What follows belongs to an exercise in optimizing a design on an open flow for small area, a short achievable clock period and few clock cycles; a production flow would make more cautious choices. At most, simulation tests tie the RTL to the original design; equivalence was not proved. No functional check of the RTL was part of runs 1 to 3 and 7.

==> flow/design.v, too long to show whole: its modules and the start of the top module <==
// module lfsr: 5 lines
// module beetle_left_antenna: 613 lines
// module beetle_compare: 142 lines
// module beetle_right_antenna: 7 lines
// module beetle_position: 15 lines
// module bas: 135 lines
module bas(clock,reset,load, seed_x,seed_y,iterations,x,y,x_extreme,y_extreme,out_value,done );
  // ...
==> flow/flow/run.sh <==
#!/bin/bash
# The standard layout, with timing repair aiming for 18 ns of setup slack
# at the design's clock period (over-fixing, as SETUP_SLACK_MARGIN does).
set -euo pipefail
bash standard.sh SETUP_SLACK_MARGIN=18 finish > orfs_make.log 2>&1
==> flow/standard.sh <==
#!/bin/bash
# synth_recipe.tcl (not shown) runs the flow's synth.tcl, then flattens the netlist and writes it again
# the make line also repeats each setting of config.mk as NAME=value (left out here)
make -C /OpenROAD-flow-scripts/flow DESIGN_CONFIG=/design/flow/config.mk WORK_HOME=/design/flow/orfs CLKGATE_MAP_FILE= SYNTH_SCRIPT=/design/flow/synth_recipe.tcl "${@:-finish}"
==> flow/config.mk <==
export PLATFORM = sky130hd
export DESIGN_NAME = bas
export DESIGN_NICKNAME = bas
export VERILOG_FILES = /design/flow/design.v
export SDC_FILE = /design/flow/constraint.sdc
export NUM_CORES = 8
export LEC_CHECK = 0
export CAP_MARGIN = 20
export CORE_MARGIN = 2
export CORE_UTILIZATION = 45
export SLEW_MARGIN = 20
==> flow/constraint.sdc <==
create_clock -name core_clock -period 27.0 [get_ports {clock}]
set_input_delay 5.4000 -clock core_clock [delete_from_list [all_inputs] [get_ports {clock}]]
set_output_delay 5.4000 -clock core_clock [all_outputs]
set_load 0.01 [all_outputs]
==> flow_summary.json, run 1 <==
{
  "status": "timing/DRC/antenna clean",
  "area_share_clock_buf_inv_pct": 2.37,
  "hold_buffers": 0,
  "ios": 135,
  "rows": 128,
  "clk_latency_ns": 0.65,
  "vias": 42377,
  "synth-simple-area-share_pct": 17.1,
  "die_h_um": 355,
  "grt_start_max_net_pins": 149,
  "setup_slack_ns": 18.50,
  "place_area_um2": 58000,
  "remaining_drc_errors": 0,
  "mostFrequentLayoutCells": "inv_1, fa_1, ha_1",
  "maxUsedRoutingLayer": "met5",
  "fin_nets": 7925,
  "fin_cells": 8001,
  "period_needed_ns": 8.50,
  "ys_types": 83,
  "max_slew_margin_pct": 35.4,
  "synth_top_family_by_area": "adder cells",
  "tightest_slew_ns": 0.966,
  "htreeDepth": 2,
  "n_sequential_cell": 307,
  "path_common_cell": "fa_1",
  "cp_top_family": "adder cells",
  "synth_compound_area_share_pct": 10.9,
  "wl_met2_um": 78100,
  "holdWs_ns": 0.464,
  "slew_viol_final": 0,
  "buffers": 161,
  "die_w_um": 355,
  "hold_class": "reg -> reg",
  "sequential_cell_area_um2": 6320,
  "synth_enable_flop_cells": 11,
  "cp_max_fo": 71,
  "wl_per_cell_um": 20.5,
  "grt_use_met2_pct": 44.7,
  "path_depth": 24,
  "antenna_cells": 1,
  "multi_input_comb_cells": 4848
}
==> run 2: changes to the inputs <==
==> flow/flow/run.sh (replaced) <==
#!/bin/bash
# The standard layout, with timing repair aiming for 21 ns of setup slack
# at the design's clock period (over-fixing, as SETUP_SLACK_MARGIN does).
set -euo pipefail
bash standard.sh SETUP_SLACK_MARGIN=21 finish > orfs_make.log 2>&1
==> run 2 against run 1 <==
Register-to-register slack gained 0.84 ns. Critical endpoint is now dl2[0]. Synthesized area is the same. Highest routed layer is now met4. Hold slack gained 0.0047 ns. Critical path depth grew 4. Largest cell class unchanged. Global-route usage grew 0.69 points. Routed wire length grew 5.9%. Clock skew grew 0.028 ns.
==> flow_summary.json, run 2 <==
{
  "ys_seq_area_share_pct": 11.3,
  "fillers": 11093,
  "grt_use_met2_pct": 45.2,
  "drtAntennaViolNets": 0,
  "clk_latency_ns": 0.66,
  "hold_buffers": 0,
  "worst_setup_path_start_kind": "flip-flop",
  "yosys_register_bits": 307,
  "grt_start_max_net_pins": 69,
  "drt-initial-drc-count": 3080,
  "rows": 128,
  "cts_root_buf": "clkbuf_16",
  "fin_cells": 8208,
  "async_flop_share_pct": 0,
  "synth_area_leaders": "fa_1, ha_1, dfxtp_1, inv_1, and2_1",
  "cts-buffers-inserted": 44,
  "period_share_pct": 28.4,
  "drive_gt1_share_pct": 13.7,
  "final_util_pct": 53.3,
  "period_needed_ns": 7.66,
  "synth.cell_area_um2": 55400,
  "crit_arrival_ns": 8.20,
  "max_freq_ghz": 0.131,
  "hold-path-cell-count": 1,
  "synth_enable_flop_cells": 11,
  "portBuffers": 130,
  "drv_cap": 0,
  "first_global_vias": 44940,
  "grt_pass1_wl_um": 261000,
  "drt-vias-per-instance": 5.40,
  "status": "timing/DRC/antenna clean",
  "cp-end-kind": "flip-flop",
  "multi_input_area_um2": 46200,
  "cts_tree": "done",
  "holdWs_ns": 0.469,
  "place_area_um2": 58400,
  "cp_max_fo": 8,
  "grt_busiest_layer": "met2",
  "gp_congestion": 0.958,
  "max_slew_margin_pct": 37.1,
  "mostFrequentLayoutCells": "inv_1, fa_1, ha_1",
  "required_ns": 27.54,
  "dp_slack_ns": 17.53,
  "path_clk_slew_ns": 0.06,
  "clock-sinks": 307,
  "met3_usage_pct": 3.26,
  "sequential_cell_area_um2": 6610,
  "grt_setup_unrepaired": "yes",
  "tightest_slew_ns": 0.931,
  "reg_top3": "value_best (33), value_curr (33)",
  "htreeDepth": 2,
  "synth_common_cells": "inv_1, fa_1, ha_1, nand2_1, and2_1",
  "ios": 135,
  "slew_viol_final": 0,
  "antenna_found_initial": 1,
  "reg2reg_depth": 28,
  "synth.most_common_cell": "inv_1",
  "synth_area_per_cell_um2": 8.68,
  "critical_path_class": "reg -> reg",
  "overflow": 0,
  "remaining_drc_errors": 0,
  "wirelength_um": 174000,
  "tns_ns": 0,
  "core_area_um2": 122000,
  "clock_skew_ns": 0.0730,
  "setup_slack_ns": 19.34,
  "die_w_um": 355,
  "clk_path_buf_depth": 3,
  "setup_violations": 0,
  "hold_class": "reg -> reg",
  "crit_slowest_cell": "fa_1",
  "syn_to_final_growth_pct": 17.3,
  "place_hpwl_um": 126000,
  "final_common_cell": "inv_1",
  "yosysTopAreaCellShare_pct": 28.3,
  "antenna_cells": 0,
  "vias": 44317,
  "die-area_um2": 126000,
  "synth_largest_area_cell": "fa_1",
  "wl_per_cell_um": 21.1,
  "final_cell_area_um2": 64900,
  "crit_path_max_incr_delay_ns": 0.59,
  "fin_nets": 8130,
  "synth-main-ff-cell": "dfxtp_1",
  "dp_cells": 7931,
  "synth_cells": 6377,
  "ys_types": 83,
  "start_util_pct": 45.4,
  "finalHoldViolations": 0,
  "ys.warnings.count": 1,
  "die_h_um": 355,
  "met1_usage_pct": 36.1,
  "groute.usage.overall_pct": 27.0,
  "dr.pass1.iters": 6
}
run 2: final cells by class:
cell class,count,area share [%]
Clock inverter,29,0.599
Clock buffer,51,1.78
Timing Repair Buffer,363,7.44
Tap cell,1625,3.13
Inverter,984,5.72
Sequential cell,307,10.2
Multi-Input combinational cell,4849,71.1
run 2: metal layers:
metal / vias to the layer above / share of wire [%]
li1: 20716 / -
met1: 21915 / 43
met2: 1357 / 47
met3: 329 / 5.7
met4: 0 / 4.5
met5: - / 0
run 2: repair_timing:
item,in CTS,in global routing
gates cloned,33,17
setup buffers,92,55
endpoints found under the setup margin,345,297
resized for setup,804,249
pin swaps,38,79
run 2: cell families after synthesis:
kind of cell | Yosys count | synth area share (%)
flops | 307 | 11.3
fa+ha+maj | 1519 | 44.9
simple gates | 1915 | 17.1
other cells | 1 | 0.00677
mux | 86 | 1.56
compound gates | 955 | 10.9
xor+xnor | 369 | 5.88
buf+inv | 1225 | 8.40
run 2: final timing paths:
path / start / endpoint / slack, ns
max: dl2[6] / dl2[0] / 19.34
min: value_curr[6] / value_best[6] / 0.47
min reg2reg: value_curr[6] / value_best[6] / 0.47
max reg2reg: dl2[6] / dl2[0] / 19.34
run 2: worst max-delay path, delay by kind of cell (launching register included):
kind / cells / cell delay (ns)
AO/OA/AOI/OAI: 5 / 0.94
XOR/XNOR: 3 / 0.61
adder cells (fa/ha/maj): 9 / 4.21
buffers and inverters: 7 / 0.98
flip-flops: 1 / 0.37
AND/OR/NAND/NOR: 4 / 0.43
==> run 3: changes to the inputs <==
==> flow/flow/run.sh (replaced) <==
#!/bin/bash
# The standard layout, with timing repair aiming for 20 ns of setup slack
# at the design's clock period (over-fixing, as SETUP_SLACK_MARGIN does).
set -euo pipefail
bash standard.sh SETUP_SLACK_MARGIN=20 finish > orfs_make.log 2>&1
==> run 3 against run 2 <==
Flip-flop and latch count is the same. Clock-buffer cell count shrank 1. Setup slack gained 0.012 ns. Highest routed layer is now met5. Non-clock buffer count shrank 10. Final cell count shrank 0.26%. Cell area shrank 2.0%. Hold slack lost 0.0056 ns. Maximum frequency grew 0.16%. Critical path type unchanged. Global-route usage grew 0.091 points.
==> flow_summary.json, run 3 <==
{
  "grt_start_max_net_pins": 89,
  "yosys_register_bits": 307,
  "ys_seq_area_share_pct": 11.3,
  "reg_top3": "value_best (33), value_curr (33)",
  "die_w_um": 355,
  "crit_slowest_cell": "fa_1",
  "period_needed_ns": 7.64,
  "wl_per_cell_um": 21.0,
  "ios": 135,
  "r2r_start": "dr2[2]",
  "drive_gt1_share_pct": 10.5,
  "ys.warnings.count": 1,
  "synth_largest_area_cell": "fa_1",
  "synth_area_per_cell_um2": 8.68,
  "synth_area_leaders": "fa_1, ha_1, dfxtp_1, inv_1, and2_1",
  "die-area_um2": 126000,
  "hold-path-cell-count": 1,
  "wirelength_um": 172000,
  "grt_pass1_wl_um": 263000,
  "die_h_um": 355,
  "cp-end-kind": "flip-flop",
  "first_global_vias": 44749,
  "rows": 128,
  "worstHoldStart": "value_curr[2]",
  "dp_cells": 7932,
  "start_util_pct": 45.4,
  "groute.usage.overall_pct": 27.0,
  "r2r_slack_ns": 19.36,
  "status": "timing/DRC/antenna clean",
  "worst_setup_path_start_kind": "flip-flop",
  "grt_setup_unrepaired": "yes",
  "clk_latency_ns": 0.65,
  "mostFrequentLayoutCells": "inv_1, fa_1, ha_1",
  "final_common_cell": "inv_1",
  "vias": 43707,
  "core_area_um2": 122000,
  "syn_to_final_growth_pct": 15.0,
  "clock-sinks": 307,
  "drv_cap": 0,
  "tightest_slew_ns": 1.21,
  "slew_viol_final": 0,
  "synth_common_cells": "inv_1, fa_1, ha_1, nand2_1, and2_1",
  "path_clk_slew_ns": 0.07,
  "critical_path_class": "reg -> reg",
  "tns_ns": 0,
  "synth_enable_flop_cells": 11,
  "fin_cells": 8187,
  "cts_tree": "done",
  "place_hpwl_um": 130000,
  "hold_class": "reg -> reg",
  "overflow": 0,
  "period_share_pct": 28.3,
  "setup_violations": 0,
  "drtAntennaViolNets": 0,
  "hold_buffers": 0,
  "crit_path_max_incr_delay_ns": 0.60,
  "reg2reg_depth": 27,
  "dr.pass1.iters": 6,
  "htreeDepth": 2,
  "fillers": 11307,
  "synth_cells": 6377,
  "max_slew_margin_pct": 19.3,
  "drt-initial-drc-count": 3018,
  "synth.cell_area_um2": 55400,
  "drt-vias-per-instance": 5.34,
  "clk_path_buf_depth": 3,
  "synth.most_common_cell": "inv_1",
  "ys_types": 83,
  "crit_arrival_ns": 8.16,
  "timing.rr.end": "dl2[5]",
  "antenna_found_initial": 3,
  "max_freq_ghz": 0.131,
  "fin_nets": 8116,
  "synth-main-ff-cell": "dfxtp_1",
  "remaining_drc_errors": 0,
  "required_ns": 27.52,
  "portBuffers": 130,
  "cts_root_buf": "clkbuf_16",
  "finalHoldViolations": 0,
  "hold_end": "value_best[2]",
  "clock_skew_ns": 0.0619,
  "async_flop_share_pct": 0,
  "gp_congestion": 0.933,
  "yosysTopAreaCellShare_pct": 28.3,
  "cts-buffers-inserted": 40,
  "cp_max_fo": 8
}
run 3: cell count changes in the layout (fill, tap and decap cells not counted), moves of 11 or more:
cell | previous run | this run
a21oi_1 | 282 | 297
buf_4 | 102 | 121
buf_6 | 100 | 26
clkbuf_16 | 58 | 46
clkdlybuf4s50_1 | 51 | 118
dfxtp_1 | 147 | 227
dfxtp_2 | 82 | 15
dfxtp_4 | 67 | 54
nand2_1 | 595 | 577
nand2_4 | 22 | 35
nor2_1 | 306 | 332
nor2_2 | 21 | 6
nor2_4 | 15 | 4
run 3: cell families (layout without fill, tap and decap cells):
family	count (synthesis)	after routing	synth area share, %
simple gates	1915	1915	17.1
fa+ha+maj	1519	1519	44.9
buf+inv	1225	1405	8.40
xor+xnor	369	370	5.88
mux	86	86	1.56
other cells	1	5	0.00677
compound gates	955	955	10.9
flops	307	307	11.3
run 3: critical path: cells and delay by family (launching register included):
family | cells | cell delay (ns)
AND/OR/NAND/NOR | 2 | 0.21
flip-flops | 1 | 0.33
XOR/XNOR | 3 | 0.64
AO/OA/AOI/OAI | 5 | 0.97
buffers and inverters | 8 | 1.10
adder cells (fa/ha/maj) | 9 | 4.20
run 3: worst max-delay path by stage:
stage | to | cells past startpoint | start
floorplan | y_curr[2] | 26 | dl1[5]
global route | dl2[5] | 27 | dr2[2]
global placement | qr1 | 23 | dl2[16]
CTS | y_curr[7] | 27 | dl1[8]
finish | dl2[5] | 27 | dr2[2]
detailed placement | dr2[4] | 25 | dl2[16]
run 3: timing repair:
item,CTS,global route
buffers inserted,129,27
resized for setup,406,192
endpoints found under the setup margin,215,207
pin swaps,106,94
cloned,24,6
run 3: cell type report:
class / instances / area (um2) / area share (%)
Multi-Input combinational cell: 4849 / 46000 / 72.2
Sequential cell: 307 / 6480 / 10.2
Timing Repair Buffer: 353 / 4210 / 6.61
Inverter: 984 / 3700 / 5.81
Tap cell: 1625 / 2030 / 3.19
Clock buffer: 50 / 1060 / 1.66
Clock inverter: 18 / 223 / 0.350
Antenna cell: 1 / 2.50 / 0.00393
run 3: per-layer routing:
layer  global-route usage, %  share of wire [%]  up-vias
met5                       0             0.0076        -
met4                    11.6                5.2        2
met3                    3.37                5.6      326
met2                    44.8                 46     1262
met1                    35.7                 43    21463
li1                        -                  -    20654
run 3: stage by stage:
step           setup slack [ns]  utilization, %  hold slack, ns  cell area (um2)
6_report                  19.36            52.2           0.463            63700
5_1_grt                   19.24            52.2           0.477            63700
4_1_cts                   19.51            51.3           0.468            62600
3_5_place_dp              17.53            47.7           0.451            58100
3_3_place_gp              17.66            47.7           0.452            58100
2_1_floorplan             20.00               -           0.440            55700
==> module beetle_right_antenna, before the edit <==
module beetle_right_antenna(dir, sense, step);
input  signed [8:0]  dir;
input         [12:0] sense;
output signed [13:0] step;
wire signed [22:0] p = dir * $signed({1'b0, sense});
assign step = p[21:8];
endmodule
==> run 4: changes to the inputs <==
--- a/flow/design.v
+++ b/flow/design.v
@@ -762,7 +762,8 @@
 input  signed [8:0]  dir;
 input         [12:0] sense;
 output signed [13:0] step;
-wire signed [22:0] p = dir * $signed({1'b0, sense});
+wire signed [13:0] s = {1'b0, sense};
+wire signed [22:0] p = dir * s;
 assign step = p[21:8];
 endmodule
 module beetle_position(mx, my, nx, ny, d1, d2, q1, q2);
--- a/flow/config.mk
+++ b/flow/config.mk
@@ -7,5 +7,5 @@
 export LEC_CHECK = 0
 export CAP_MARGIN = 20
 export CORE_MARGIN = 2
-export CORE_UTILIZATION = 45
+export CORE_UTILIZATION = 60
 export SLEW_MARGIN = 20
==> run 4 against run 3 <==
Synthesized area is the same. Maximum frequency shrank 1.6%. Non-clock buffer count shrank 31. Clock-buffer cell count shrank 3. Register-to-register slack lost 0.12 ns.
==> flow_summary.json, run 4 <==
{
  "ys_types": 83,
  "die_w_um": 308,
  "setup_slack_ns": 19.23,
  "grt_start_max_net_pins": 111,
  "synth_common_cells": "inv_1, fa_1, ha_1, nand2_1, and2_1",
  "drt-vias-per-instance": 5.73,
  "yosysTopAreaCellShare_pct": 28.3,
  "fin_nets": 8084,
  "reg_top3": "value_best (33), value_curr (33)",
  "cp-end-kind": "flip-flop",
  "core_area_um2": 91500,
  "synth_largest_area_cell": "fa_1",
  "groute.usage.overall_pct": 36.4,
  "synth_area_per_cell_um2": 8.68,
  "reg2reg_depth": 30,
  "synth.cell_area_um2": 55400,
  "clk_path_buf_depth": 3,
  "path_clk_slew_ns": 0.07,
  "cts_tree": "done",
  "crit_slowest_cell": "fa_2",
  "dr.pass1.iters": 5,
  "period_needed_ns": 7.77,
  "slew_viol_final": 0,
  "synth.most_common_cell": "inv_1",
  "portBuffers": 130,
  "synth-main-ff-cell": "dfxtp_1",
  "final_cell_area_um2": 62800,
  "tns_ns": 0,
  "max_slew_margin_pct": 35.2,
  "cts-buffers-inserted": 40,
  "finalHoldViolations": 0,
  "ios": 135,
  "hold_buffers": 0,
  "clock-sinks": 307,
  "setup_violations": 0,
  "startpoint": "dl1[15]",
  "max_freq_ghz": 0.129,
  "cp_max_fo": 6,
  "drive_gt1_share_pct": 9.29,
  "period_share_pct": 28.8,
  "wirelength_um": 171000,
  "start_util_pct": 60.5,
  "cts_root_buf": "clkbuf_16",
  "ys.warnings.count": 1,
  "r2r_start": "dl1[15]",
  "path_common_cell": "fa_1",
  "hold_class": "reg -> reg",
  "first_global_vias": 45071,
  "antenna_found_initial": 3,
  "syn_to_final_growth_pct": 13.3,
  "synth_cells": 6377,
  "gp_congestion": 0.998,
  "status": "timing/DRC/antenna clean",
  "mostFrequentLayoutCells": "inv_1, fa_1, ha_1",
  "synth_area_leaders": "fa_1, ha_1, dfxtp_1, inv_1, and2_1",
  "crit_arrival_ns": 8.27,
  "overflow": 0,
  "r2r_slack_ns": 19.23,
  "die-area_um2": 94700,
  "tightest_slew_ns": 0.965,
  "async_flop_share_pct": 0,
  "yosys_register_bits": 307,
  "clock_skew_ns": 0.0449,
  "wl_per_cell_um": 22.1,
  "clk_latency_ns": 0.62,
  "drtAntennaViolNets": 0,
  "worstHoldStart": "value_curr[8]",
  "critical_path_class": "reg -> reg",
  "synth_enable_flop_cells": 11,
  "grt_pass1_wl_um": 262000,
  "remaining_drc_errors": 0,
  "crit_path_max_incr_delay_ns": 0.61,
  "die_h_um": 308,
  "final_common_cell": "inv_1",
  "vias": 44231,
  "drt-initial-drc-count": 3161,
  "required_ns": 27.50,
  "drv_cap": 0,
  "place_hpwl_um": 130000,
  "dp_slack_ns": 17.80,
  "htreeDepth": 2,
  "place_area_um2": 57500,
  "fillers": 7535,
  "ys_seq_area_share_pct": 11.3,
  "grt_setup_unrepaired": "yes",
  "worst_setup_path_start_kind": "flip-flop",
  "hold-path-cell-count": 1,
  "rows": 111
}
## run 4: area by class of cell
class,instances,area [um2],area share (%)
clock buffer,47,1060,1.69
tap,1186,1480,2.36
timing repair buffer,322,3980,6.34
clock inverter,24,285,0.455
antenna,1,2.50,0.00399
sequential,307,6480,10.3
inverter,984,3700,5.89
multi-input combinational,4848,45800,72.9
## run 4: layer usage
metal	wire length, um	global-route usage, %	up-vias	share of wire [%]
li1	-	-	20597	-
met1	69500	46.7	21625	41
met5	0	0	-	0
met3	12000	6.14	428	7.0
met4	12000	20.5	0	7.0
met2	77300	58.5	1581	45
## run 4: final timing paths
path,to
hold / removal,value_best[8]
hold reg to reg,value_best[8]
setup reg to reg,dl1[4]
setup / recovery,dl1[4]
## run 4: logic make-up (layout without fill, tap and decap cells)
kind of cell             Yosys count  in the layout  synth area share [%]
AO/OA/AOI/OAI                    955            955                  10.9
multiplexers                      86             86                  1.56
AND/OR/NAND/NOR                 1915           1915                  17.1
flip-flops                       307            307                  11.3
other                              1              5               0.00677
XOR/XNOR                         369            369                  5.88
buffers and inverters           1225           1377                  8.40
adder cells (fa/ha/maj)         1519           1519                  44.9
## run 4: repair_timing
action                     4_1_cts  5_1_grt
pin swaps                       37       66
setup endpoints to repair      220      220
cloned                          26       12
hold endpoints to repair         0        0
gates resized for setup        323      188
setup buffers                   88       37
## run 4: per-stage QoR
stage	instances	hold slack (ns)	utilization, %
after floorplan	6380	0.440	-
after global placement	7484	0.451	62.8
after detailed placement	7484	0.455	62.8
after CTS	7669	0.464	67.1
after global routing	7718	0.487	68.6
final	7719	0.463	68.6
## run 4: critical path, delay by kind of cell (launching register included)
family | cells | cell delay, ns
AOI/OAI and AO/OA | 5 | 0.92
DFF | 1 | 0.37
adders and majority gates | 9 | 4.28
and+or+nand+nor | 4 | 0.46
xor gates and xnor gates | 3 | 0.61
buffers and inverters | 9 | 0.96
Testbench counts of run 4, summed over its fixed seeds: cycles 49,368.
==> run 5: changes to the inputs <==
--- a/flow/config.mk
+++ b/flow/config.mk
@@ -7,5 +7,5 @@
 export LEC_CHECK = 0
 export CAP_MARGIN = 20
 export CORE_MARGIN = 2
-export CORE_UTILIZATION = 60
+export CORE_UTILIZATION = 70
 export SLEW_MARGIN = 20
==> run 5 against run 4 <==
Flip-flop and latch count is the same. Highest routed layer is now met5. Critical path type unchanged. First-iteration DRC count grew 19%. Cell area decreased by 1.2%. Critical endpoint is now dl1[13]. Still clean. Die area shrank 14%.
==> flow_summary.json, run 5 <==
{
  "yosys_register_bits": 307,
  "ys_seq_area_share_pct": 11.3,
  "r2r_start": "dl1[8]",
  "max_slew_margin_pct": 36.5,
  "wl_per_cell_um": 22.3,
  "gp_congestion": 1.02,
  "fin_cells": 7576,
  "clock_skew_ns": 0.0438,
  "max_freq_ghz": 0.130,
  "critical_path_class": "reg -> reg",
  "synth-main-ff-cell": "dfxtp_1",
  "htreeDepth": 2,
  "crit_buf_inv": 8,
  "cts-buffers-inserted": 39,
  "dp_slack_ns": 17.57,
  "cts_tree": "done",
  "die-area_um2": 81400,
  "fillers": 5418,
  "cp_max_fo": 25,
  "worstSetupEndpoint": "dl1[13]",
  "first_global_vias": 46525,
  "ys_types": 83,
  "die_w_um": 285,
  "drive_gt1_share_pct": 8.87,
  "setup_violations": 0,
  "place_hpwl_um": 125000,
  "final_common_cell": "inv_1",
  "vias": 45390,
  "grt_start_max_net_pins": 109,
  "die_h_um": 285,
  "crit_arrival_ns": 8.17,
  "period_share_pct": 28.5,
  "rows": 103,
  "synth.most_common_cell": "inv_1",
  "path_clk_slew_ns": 0.08,
  "clock-sinks": 307,
  "tightest_slew_ns": 0.945,
  "path_depth": 29,
  "tns_ns": 0,
  "drtAntennaViolNets": 0,
  "synth_common_cells": "inv_1, fa_1, ha_1, nand2_1, and2_1",
  "cts_root_buf": "clkbuf_16",
  "ys.warnings.count": 1,
  "reg2reg_depth": 29,
  "groute.usage.overall_pct": 41.0,
  "remaining_drc_errors": 0,
  "grt_setup_unrepaired": "yes",
  "worst_setup_path_start_kind": "flip-flop",
  "r2r_slack_ns": 19.31,
  "setup_slack_ns": 19.31,
  "timing.rr.end": "dl1[13]",
  "yosysTopAreaCellShare_pct": 28.3,
  "core_area_um2": 78600,
  "dr.pass1.iters": 6,
  "ios": 135,
  "crit_path_max_incr_delay_ns": 0.57,
  "crit_slowest_cell": "fa_2",
  "dp_cells": 7345,
  "portBuffers": 130,
  "required_ns": 27.48,
  "async_flop_share_pct": 0,
  "hold_class": "reg -> reg",
  "synth_enable_flop_cells": 11,
  "status": "timing/DRC/antenna clean",
  "mostFrequentLayoutCells": "inv_1, fa_1, ha_1",
  "startpoint": "dl1[8]",
  "synth.cell_area_um2": 55400,
  "drt-initial-drc-count": 3749,
  "hold_buffers": 0,
  "clk_latency_ns": 0.60,
  "synth_largest_area_cell": "fa_1",
  "path_common_cell": "fa_2",
  "overflow": 0,
  "antenna_found_initial": 3,
  "synth_cells": 6377,
  "synth_area_per_cell_um2": 8.68,
  "period_needed_ns": 7.69,
  "synth_area_leaders": "fa_1, ha_1, dfxtp_1, inv_1, and2_1",
  "grt_pass1_wl_um": 258000,
  "cp-end-kind": "flip-flop",
  "worstHoldStart": "value_curr[11]",
  "slew_viol_final": 0,
  "finalHoldViolations": 0,
  "wirelength_um": 169000,
  "syn_to_final_growth_pct": 12.0,
  "reg_top3": "value_best (33), value_curr (33)",
  "clk_path_buf_depth": 3,
  "start_util_pct": 70.4,
  "cp_top_family": "adder cells",
  "drt-vias-per-instance": 5.99,
  "fin_nets": 8075,
  "drv_cap": 0
}
-- run 5: cell counts after synthesis --
No cell type changed its count.
-- run 5: through the flow --
| step | hold WS [ns] | util [%] | instance area, um2 |
|---|---|---|---|
| 2_1_floorplan | 0.440 | - | 55700 |
| 3_3_place_gp | 0.447 | 72.9 | 57300 |
| 3_5_place_dp | 0.452 | 72.9 | 57300 |
| 4_1_cts | 0.466 | 77.5 | 60900 |
| 5_1_grt | 0.475 | 78.9 | 62000 |
| 6_report | 0.465 | 78.9 | 62000 |
-- run 5: cells by family (layout without fill, tap and decap cells) --
group                      count (synthesis)  after routing  share of synthesized area, %
buffers and inverters                   1225           1367                          8.40
xor gates and xnor gates                 369            372                          5.88
muxes                                     86             86                          1.56
and+or+nand+nor                         1915           1915                          17.1
AOI/OAI and AO/OA                        955            955                          10.9
other                                      1              5                       0.00677
DFF                                      307            307                          11.3
adders and majority gates               1519           1519                          44.9
-- run 5: final cells by class --
| type | instances | area [um2] | share of cell area, % |
|---|---|---|---|
| Timing Repair Buffer | 311 | 3520 | 5.67 |
| Sequential cell | 307 | 6480 | 10.5 |
| Tap cell | 1050 | 1310 | 2.12 |
| Inverter | 984 | 3700 | 5.96 |
| Multi-Input combinational cell | 4851 | 45600 | 73.5 |
| Clock buffer | 50 | 1110 | 1.79 |
| Clock inverter | 22 | 292 | 0.470 |
| Antenna cell | 1 | 2.50 | 0.00403 |
-- run 5: repair_timing --
item / 4_1_cts / 5_1_grt
cloned: 18 / 8
buffers inserted: 97 / 35
endpoints found under the setup margin: 227 / 202
pin swaps: 44 / 61
endpoints found under the hold margin: 0 / 0
gates resized for setup: 305 / 154
-- run 5: how the worst min path moves through the flow --
stage / endpoint / cells past startpoint
floorplan: value_best[10] / 1
global route: value_best[9] / 1
CTS: value_best[9] / 1
global placement: value_best[9] / 1
detailed placement: value_best[9] / 1
finish: value_best[11] / 1
-- run 5: metal layers --
layer  track usage (%)  vias up  share of wire [%]
met4              27.1        4                8.3
met3              7.92      632                9.0
met2              65.8     2107                 45
li1                  -    20601                  -
met5                 0        -              0.015
met1              50.6    22046                 37
==> run 6: changes to the inputs <==
==> flow/flow/run.sh (replaced) <==
#!/bin/bash
# The standard layout, with timing repair aiming for 21 ns of setup slack
# at the design's clock period (over-fixing, as SETUP_SLACK_MARGIN does).
set -euo pipefail
bash standard.sh SETUP_SLACK_MARGIN=21 finish > orfs_make.log 2>&1
--- a/flow/config.mk
+++ b/flow/config.mk
@@ -7,5 +7,5 @@
 export LEC_CHECK = 0
 export CAP_MARGIN = 20
 export CORE_MARGIN = 2
-export CORE_UTILIZATION = 70
+export CORE_UTILIZATION = 45
 export SLEW_MARGIN = 20
==> run 6 against run 5 <==
Synthesized cell count stayed put. Clock skew grew 0.029 ns. Utilization fell by 26 points. Hold slack improved by 0.0038 ns.
==> flow_summary.json, run 6 <==
{
  "place_hpwl_um": 126000,
  "synth_area_leaders": "fa_1, ha_1, dfxtp_1, inv_1, and2_1",
  "cp-end-kind": "flip-flop",
  "drt-initial-drc-count": 3080,
  "max_freq_ghz": 0.131,
  "finalHoldViolations": 0,
  "remaining_drc_errors": 0,
  "critical_path_class": "reg -> reg",
  "antenna_cells": 0,
  "vias": 44317,
  "grt_pass1_wl_um": 261000,
  "hold_class": "reg -> reg",
  "path_clk_slew_ns": 0.06,
  "holdWs_ns": 0.469,
  "async_flop_share_pct": 0,
  "antenna_found_initial": 1,
  "synth_enable_flop_cells": 11,
  "required_ns": 27.54,
  "drive_gt1_share_pct": 13.7,
  "dp_cells": 7931,
  "rows": 128,
  "first_global_vias": 44940,
  "clk_latency_ns": 0.66,
  "synth.cell_area_um2": 55400,
  "fin_nets": 8130,
  "yosysTopAreaCellShare_pct": 28.3,
  "synth_largest_area_cell": "fa_1",
  "cts-buffers-inserted": 44,
  "htreeDepth": 2,
  "groute.usage.overall_pct": 27.0,
  "portBuffers": 130,
  "status": "timing/DRC/antenna clean",
  "synth.most_common_cell": "inv_1",
  "core_area_um2": 122000,
  "drt-vias-per-instance": 5.40,
  "cts_tree": "done",
  "ys.warnings.count": 1,
  "clock_skew_ns": 0.0730,
  "clock-sinks": 307,
  "yosys_register_bits": 307,
  "clk_path_buf_depth": 3,
  "setup_violations": 0,
  "tightest_slew_ns": 0.931,
  "reg_top3": "value_best (33), value_curr (33)",
  "wl_met3_um": 9920,
  "overflow": 0,
  "slew_viol_final": 0,
  "start_util_pct": 45.4,
  "die_w_um": 355,
  "worst_setup_path_start_kind": "flip-flop",
  "die-area_um2": 126000,
  "mostFrequentLayoutCells": "inv_1, fa_1, ha_1",
  "synth_cells": 6377,
  "wl_per_cell_um": 21.1,
  "ys_types": 83,
  "wl_met1_um": 74500,
  "cp_max_fo": 8,
  "dr.pass1.iters": 6,
  "period_needed_ns": 7.66,
  "maxUsedRoutingLayer": "met4",
  "grt_start_max_net_pins": 69,
  "period_share_pct": 28.4,
  "wirelength_um": 174000,
  "gp_congestion": 0.958,
  "die_h_um": 355,
  "grt_setup_unrepaired": "yes",
  "synth_area_per_cell_um2": 8.68,
  "drtAntennaViolNets": 0,
  "final_common_cell": "inv_1",
  "wl_met2_um": 81400,
  "tns_ns": 0,
  "crit_slowest_cell": "fa_1",
  "fin_cells": 8208,
  "max_slew_margin_pct": 37.1,
  "syn_to_final_growth_pct": 17.3,
  "synth_common_cells": "inv_1, fa_1, ha_1, nand2_1, and2_1",
  "crit_arrival_ns": 8.20,
  "cts_root_buf": "clkbuf_16",
  "drv_cap": 0,
  "synth-main-ff-cell": "dfxtp_1",
  "ys_seq_area_share_pct": 11.3,
  "crit_path_max_incr_delay_ns": 0.59,
  "ios": 135
}
==> run 6: cells by family after synthesis <==
group	share of synthesized area [%]
AOI/OAI and AO/OA	10.9
xor gates and xnor gates	5.88
adders and majority gates	44.9
buffers and inverters	8.40
DFF	11.3
muxes	1.56
other	0.00677
and+or+nand+nor	17.1
==> run 6: path summary, 6_finish.rpt <==
| path | from | endpoint | slack (ns) | cells past startpoint |
|---|---|---|---|---|
| worst max-delay path | dl2[6] | dl2[0] | 19.34 | 28 |
| worst min-delay path | value_curr[6] | value_best[6] | 0.47 | 1 |
| worst max register to register | dl2[6] | dl2[0] | 19.34 | 28 |
| worst min register to register | value_curr[6] | value_best[6] | 0.47 | 1 |
==> run 6: timing repair <==
action | 4_1_cts | 5_1_grt
setup buffers | 92 | 55
resized for setup | 804 | 249
gates cloned | 33 | 17
endpoints found under the setup margin | 345 | 297
hold buffers | 0 | 0
pin swaps | 38 | 79
==> run 6: worst max-delay path: cells and delay by family (launching register included) <==
kind                     cells  cell delay (ns)
XOR/XNOR                     3             0.61
adder cells (fa/ha/maj)      9             4.21
AO/OA/AOI/OAI                5             0.94
AND/OR/NAND/NOR              4             0.43
flip-flops                   1             0.37
buffers and inverters        7             0.98
==> run 6: metal layers <==
metal | GRT usage [%] | vias to the layer above
li1 | - | 20716
met1 | 36.1 | 21915
met2 | 45.2 | 1357
met3 | 3.26 | 329
met4 | 8.94 | 0
met5 | 0 | -
==> run 6: layout make-up <==
class | instances | area, um2
clock buffers | 51 | 1160
inverters | 984 | 3710
well taps | 1625 | 2030
fillers | 11093 | 57000
repair buffers | 363 | 4830
clock inverters | 29 | 389
multi-input cells | 4849 | 46200
flip-flops and latches | 307 | 6610
==> run 6: metrics by stage <==
stage | worst slack [ns] | cell area [um2] | util, %
global route | 19.16 | 64900 | 53.3
CTS | 19.45 | 63000 | 51.7
detailed placement | 17.53 | 58400 | 47.9
global placement | 17.66 | 58400 | 47.9
finish | 19.34 | 64900 | 53.3
floorplan | 20.17 | 56400 | -
==> module bas, before the edit <==
module bas(clock,reset,load, seed_x,seed_y,iterations,x,y,x_extreme,y_extreme,out_value,done );
    input clock,reset,load;
    input [8:0] seed_x,seed_y;
    input [8:0] iterations;
    input [15:0] x,y;
    output signed [15:0] x_extreme,y_extreme;
    output signed [39:0] out_value;
    output reg done;
    reg [15:0] x_curr, y_curr;           
    reg signed [13:0] step_x, step_y;    
    reg signed [13:0] step_nx, step_ny;  
    reg [17:0] dl1, dl2, dr1, dr2;       
    reg ql1, ql2, qr1, qr2;              
    reg [32:0] value_curr;               
    reg [8:0] dir_x, dir_y;              
    reg [12:0] sense;                    
    reg [9:0] remain;
    reg run;
    reg first;                           
    reg [15:0] x_best, y_best;
    reg [32:0] value_best;
    reg value_init;                      
    wire [32:0] al, bl, ar, br;
    beetle_left_antenna ol(dl1, dl2, ql1, ql2, al, bl);
    beetle_left_antenna or_(dr1, dr2, qr1, qr2, ar, br);
    wire go_right;
    beetle_compare cmp(al, bl, ar, br, go_right);
    wire [32:0] odour_l = al + bl;
    wire [32:0] odour_r = ar + br;
    wire [15:0] x_l = x_curr + {{2{step_x[13]}}, step_x};
    wire [15:0] y_l = y_curr + {{2{step_y[13]}}, step_y};
    wire [15:0] x_r = x_curr - {{2{step_x[13]}}, step_x};
    wire [15:0] y_r = y_curr - {{2{step_y[13]}}, step_y};
    wire [17:0] ell1, ell2, elr1, elr2, erl1, erl2, err1, err2;
    wire qll1, qll2, qlr1, qlr2, qrl1, qrl2, qrr1, qrr2;
    beetle_position #(0) pll(x_l, y_l, step_nx, step_ny, ell1, ell2, qll1, qll2);
    beetle_position #(1) plr(x_l, y_l, step_nx, step_ny, elr1, elr2, qlr1, qlr2);
    beetle_position #(0) prl(x_r, y_r, step_nx, step_ny, erl1, erl2, qrl1, qrl2);
    beetle_position #(1) prr(x_r, y_r, step_nx, step_ny, err1, err2, qrr1, qrr2);
    wire signed [13:0] mul_x, mul_y;
    beetle_right_antenna mulx(dir_x, sense, mul_x);
    beetle_right_antenna muly(dir_y, sense, mul_y);
    wire [8:0] dir_x_n, dir_y_n;
    lfsr lx(dir_x, dir_x_n);
    lfsr ly(dir_y, dir_y_n);
    assign x_extreme = x_best;
    assign y_extreme = y_best;
    assign out_value = {4'b0, {3{value_init}}, value_best};
    always @(posedge clock) begin
        if (reset) begin
            x_curr <= x;
            y_curr <= y;
            dl1 <= 18'd0;
            dl2 <= 18'd0;
            dr1 <= 18'd0;
            dr2 <= 18'd0;
            ql1 <= 1'b0;
            ql2 <= 1'b0;
            qr1 <= 1'b0;
            qr2 <= 1'b0;
            step_x <= 14'd0;
            step_y <= 14'd0;
            step_nx <= 14'd0;
            step_ny <= 14'd0;
            dir_x <= 9'd0;
            dir_y <= 9'd0;
        end else begin
            if (go_right) begin
                x_curr <= x_r;
                y_curr <= y_r;
                dl1 <= erl1;
                dl2 <= erl2;
                dr1 <= err1;
                dr2 <= err2;
                ql1 <= qrl1;
                ql2 <= qrl2;
                qr1 <= qrr1;
                qr2 <= qrr2;
            end else begin
                x_curr <= x_l;
                y_curr <= y_l;
                dl1 <= ell1;
                dl2 <= ell2;
                dr1 <= elr1;
                dr2 <= elr2;
                ql1 <= qll1;
                ql2 <= qll2;
                qr1 <= qlr1;
                qr2 <= qlr2;
            end
            step_x <= step_nx;
            step_y <= step_ny;
            step_nx <= mul_x;
            step_ny <= mul_y;
            if (load) begin
                dir_x <= seed_x;
                dir_y <= seed_y;
            end else begin
                dir_x <= dir_x_n;
                dir_y <= dir_y_n;
            end
        end
        value_curr <= go_right ? odour_r : odour_l;
        if (reset | load)
            sense <= 13'd6400;
        else
            sense <= sense - {8'd0, sense[12:8]} - {12'd0, sense[7:0] != 8'd0};
        if (reset) begin
            run <= 1'b0;
            done <= 1'b0;
            x_best <= 16'd0;
            y_best <= 16'd0;
            value_best <= {33{1'b1}};
            value_init <= 1'b1;
        end else if (load) begin
            remain <= {1'b0, iterations} + 10'd1;
            first <= 1'b1;
            run <= iterations != 9'd0;
            done <= iterations == 9'd0;
        end else if (run) begin
            remain <= remain - 10'd1;
            first <= 1'b0;
            if (remain == 10'd0) begin
                run <= 1'b0;
                done <= 1'b1;
            end
            if (!first && value_curr < value_best) begin
                x_best <= x_curr;
                y_best <= y_curr;
                value_best <= value_curr;
                value_init <= 1'b0;
            end
        end
    end
endmodule
==> run 7: changes to the inputs <==
--- a/flow/design.v
+++ b/flow/design.v
@@ -797,7 +797,7 @@
     reg [32:0] value_curr;               
     reg [8:0] dir_x, dir_y;              
     reg [12:0] sense;                    
-    reg [9:0] remain;
+    reg [8:0] remain;
     reg run;
     reg first;                           
     reg [15:0] x_best, y_best;
@@ -823,9 +823,11 @@
     wire signed [13:0] mul_x, mul_y;
     beetle_right_antenna mulx(dir_x, sense, mul_x);
     beetle_right_antenna muly(dir_y, sense, mul_y);
-    wire [8:0] dir_x_n, dir_y_n;
+    wire [8:0] dir_x_n, dir_y_n, seed_x_n, seed_y_n;
     lfsr lx(dir_x, dir_x_n);
     lfsr ly(dir_y, dir_y_n);
+    lfsr lsx(seed_x, seed_x_n);
+    lfsr lsy(seed_y, seed_y_n);
     assign x_extreme = x_best;
     assign y_extreme = y_best;
     assign out_value = {4'b0, {3{value_init}}, value_best};
@@ -873,19 +875,23 @@
             end
             step_x <= step_nx;
             step_y <= step_ny;
-            step_nx <= mul_x;
-            step_ny <= mul_y;
             if (load) begin
-                dir_x <= seed_x;
-                dir_y <= seed_y;
+                step_nx <= {{5{seed_x[8]}}, seed_x} + {{2{seed_x[8]}}, seed_x, 3'b000} + {seed_x[8], seed_x, 4'b0000};
+                step_ny <= {{5{seed_y[8]}}, seed_y} + {{2{seed_y[8]}}, seed_y, 3'b000} + {seed_y[8], seed_y, 4'b0000};
+                dir_x <= seed_x_n;
+                dir_y <= seed_y_n;
             end else begin
+                step_nx <= mul_x;
+                step_ny <= mul_y;
                 dir_x <= dir_x_n;
                 dir_y <= dir_y_n;
             end
         end
         value_curr <= go_right ? odour_r : odour_l;
-        if (reset | load)
+        if (reset)
             sense <= 13'd6400;
+        else if (load)
+            sense <= 13'd6375;
         else
             sense <= sense - {8'd0, sense[12:8]} - {12'd0, sense[7:0] != 8'd0};
         if (reset) begin
@@ -896,14 +902,14 @@
             value_best <= {33{1'b1}};
             value_init <= 1'b1;
         end else if (load) begin
-            remain <= {1'b0, iterations} + 10'd1;
+            remain <= iterations;
             first <= 1'b1;
             run <= iterations != 9'd0;
             done <= iterations == 9'd0;
         end else if (run) begin
-            remain <= remain - 10'd1;
+            remain <= remain - 9'd1;
             first <= 1'b0;
-            if (remain == 10'd0) begin
+            if (remain == 9'd0) begin
                 run <= 1'b0;
                 done <= 1'b1;
             end
==> flow/flow/run.sh (replaced) <==
#!/bin/bash
# The standard layout, with timing repair aiming for 20 ns of setup slack
# at the design's clock period (over-fixing, as SETUP_SLACK_MARGIN does).
set -euo pipefail
bash standard.sh SETUP_SLACK_MARGIN=20 finish > orfs_make.log 2>&1
==> run 7 against run 6 <==
Routed wire length up 8.1%. Final cell count up 4.2%. Register-to-register slack better by 0.19 ns. Highest routed layer is now met5.
==> flow_summary.json, run 7 <==
{
  "status": "timing/DRC/antenna clean",
  "maxUsedRoutingLayer": "met5",
  "dr.pass1.iters": 8,
  "syn_to_final_growth_pct": 15.7,
  "cts_root_buf": "clkbuf_16",
  "tns_ns": 0,
  "rows": 131,
  "holdWs_ns": 0.505,
  "place_hpwl_um": 140000,
  "mostFrequentLayoutCells": "inv_1, ha_1, fa_1",
  "hold_class": "reg -> reg",
  "synth_largest_area_cell": "fa_1",
  "period_share_pct": 27.7,
  "synth-main-ff-cell": "dfxtp_1",
  "ys_seq_area_share_pct": 10.7,
  "worstSetupEndpoint": "dl1[16]",
  "synth.most_common_cell": "inv_1",
  "clk_latency_ns": 0.65,
  "r2r_start": "dl1[12]",
  "timing.rr.end": "dl1[16]",
  "setup_violations": 0,
  "drt-initial-drc-count": 3456,
  "die_w_um": 363,
  "drtAntennaViolNets": 0,
  "yosysTopAreaCellShare_pct": 27.6,
  "tightest_slew_ns": 1.01,
  "yosys_register_bits": 306,
  "period_needed_ns": 7.47,
  "synth_area_per_cell_um2": 8.60,
  "final_common_cell": "inv_1",
  "synth-xor-area-share_pct": 5.82,
  "hold-path-cell-count": 2,
  "max_slew_margin_pct": 32.1,
  "hold_buffers": 0,
  "crit_path_max_incr_delay_ns": 0.64,
  "reg_top3": "value_best (33), value_curr (33)",
  "drt-vias-per-instance": 5.56,
  "async_flop_share_pct": 0,
  "synthMuxAreaShare_pct": 1.05,
  "synth.cell_area_um2": 57900,
  "portBuffers": 130,
  "path_clk_slew_ns": 0.06,
  "grt_setup_unrepaired": "yes",
  "slew_viol_final": 0,
  "synth-simple-area-share_pct": 17.1,
  "final_cell_area_um2": 67000,
  "cp_max_fo": 7,
  "required_ns": 27.47,
  "crit_arrival_ns": 7.94,
  "fin_nets": 8472,
  "wl_met3_um": 11800,
  "synth_cells": 6740,
  "first_global_vias": 48682,
  "gp_congestion": 0.913,
  "overflow": 0,
  "synthAdderAreaFrac_pct": 43.9,
  "grt_start_max_net_pins": 99,
  "crit_slowest_cell": "xor3_4",
  "wirelength_um": 188000,
  "path_common_cell": "fa_1",
  "max_freq_ghz": 0.134,
  "startpoint": "dl1[12]",
  "core_area_um2": 128000,
  "ys_types": 83,
  "critical_path_class": "reg -> reg",
  "cts-buffers-inserted": 43,
  "synth_enable_flop_cells": 10,
  "htreeDepth": 2,
  "clk_path_buf_depth": 3,
  "finalHoldViolations": 0,
  "antenna_found_initial": 3,
  "worst_setup_path_start_kind": "flip-flop",
  "die_h_um": 363,
  "ys.warnings.count": 1,
  "place_area_um2": 60600,
  "drive_gt1_share_pct": 11.5,
  "remaining_drc_errors": 0,
  "clock_skew_ns": 0.0519,
  "cts_tree": "done",
  "wl_met2_um": 88100,
  "grt_pass1_wl_um": 288000,
  "groute.usage.overall_pct": 28.5,
  "wl_per_cell_um": 21.9,
  "die-area_um2": 132000,
  "dp_cells": 8295,
  "synth_area_leaders": "fa_1, ha_1, dfxtp_1, inv_1, and2_1",
  "vias": 47536,
  "antenna_cells": 0,
  "drv_cap": 0,
  "clock-sinks": 306,
  "synth_compound_area_share_pct": 12.9,
  "r2r_slack_ns": 19.53,
  "fin_cells": 8554,
  "reg2reg_depth": 25,
  "final_util_pct": 52.5,
  "synth_top_family_by_area": "adder cells",
  "cp-end-kind": "flip-flop",
  "start_util_pct": 45.4,
  "ios": 135,
  "synth_common_cells": "inv_1, fa_1, ha_1, nand2_1, and2_1",
  "wl_met1_um": 81000
}
[run 7: cell types whose count changed in the layout (fill, tap and decap cells not counted), moves of 33 or more]
cell             previous run  this run
a31oi_1                    16        70
buf_6                     100        34
clkdlybuf4s50_1            51        94
dfxtp_1                   147       233
dfxtp_2                    82        17
nand2_1                   595       561
nand2_4                    22        70
nand3_1                    36        77
nor2_1                    306       353
o211ai_1                    5        91
o311ai_0                    7        40
[run 7: routing by layer]
metal	GRT usage, %	up-vias
li1	-	22116
met1	38.3	23677
met2	47.7	1453
met3	3.66	288
met4	8.69	2
met5	0	-
[run 7: area by class of cell]
class,instances,area [um2]
Clock buffer,58,1200
Clock inverter,22,359
Fill cell,11855,60600
Inverter,988,3720
Multi-Input combinational cell,5170,49200
Sequential cell,306,6420
Tap cell,1662,2080
Timing Repair Buffer,348,4060
[run 7: worst min path at each step]
stage,startpoint,to,slack [ns]
after global placement,value_init,value_init,0.48
after global routing,value_init,value_init,0.53
after CTS,run,run,0.51
after detailed placement,run,run,0.49
after floorplan,run,run,0.46
final,run,run,0.51
[run 7: kinds of logic after synthesis]
family / Yosys count
mux: 60
xor+xnor: 382
compound gates: 1146
fa+ha+maj: 1553
other cells: 1
simple gates: 2014
buf+inv: 1278
flops: 306
[run 7: through the flow]
stage          setup WS, ns
4_1_cts               19.75
3_5_place_dp          17.95
6_report              19.53
5_1_grt               19.36
3_3_place_gp          18.05
2_1_floorplan         19.45
[run 7: worst max-delay path, delay by kind of cell (launching register included)]
| kind | cells | cell delay [ns] |
|---|---|---|
| adder cells (fa/ha/maj) | 9 | 4.21 |
| buffers and inverters | 7 | 0.88 |
| XOR/XNOR | 2 | 0.86 |
| AO/OA/AOI/OAI | 6 | 0.83 |
| flip-flops | 1 | 0.38 |
| AND/OR/NAND/NOR | 1 | 0.15 |
[run 7: timing repair]
action                                 4_1_cts  5_1_grt
endpoints found under the hold margin        0        0
setup endpoints to repair                  201      210
resized for setup                          635      235
pin swaps                                  173      114
setup buffers                              110       33
cloned                                      27        8

[separate check: timing with driven ports]
How much do the figures lean on ideal ports? The routed layouts below were timed once more, with nothing changed but the port constraints. Step 1 sets driving cells, clkbuf_16 on the clock port and buf_2 on the other inputs (assumed; they add their load-dependent delay and slew). Step 2 moves the port delays by t, midway between the first and last clock arrival at a register: inputs arrive t later, outputs are due t later. That takes back most of the time a late clock gives input paths. Slacks: ideal ports / drivers / drivers and shift; pairs: ideal ports / drivers.
| run | t, ns | setup slack, ns | worst setup path at the end | worst register clock-pin slew, ns | pins driven straight from the clock port |
|---|---|---|---|---|---|
| run 1 | 0.707 | 18.502 / 18.502 / 18.502 | register to register | 0.09 / 0.09 | 1 |
| run 2 | 0.705 | 19.344 / 19.344 / 19.344 | register to register | 0.07 / 0.07 | 1 |
| run 3 | 0.692 | 19.356 / 19.356 / 19.356 | register to register | 0.07 / 0.07 | 1 |
| run 4 | 0.673 | 19.234 / 19.234 / 19.234 | register to register | 0.07 / 0.07 | 1 |
| run 5 | 0.652 | 19.314 / 19.314 / 19.314 | register to register | 0.08 / 0.08 | 1 |
| run 6 | 0.705 | 19.344 / 19.344 / 19.344 | register to register | 0.07 / 0.07 | 1 |
| run 7 | 0.704 | 19.534 / 19.534 / 19.212 | input to register | 0.07 / 0.07 | 1 |
After both steps every run listed still meets setup and hold. The setup slack of run 7, which loses most, moves by 0.000 ns with the drivers and by -0.322 ns with both steps.
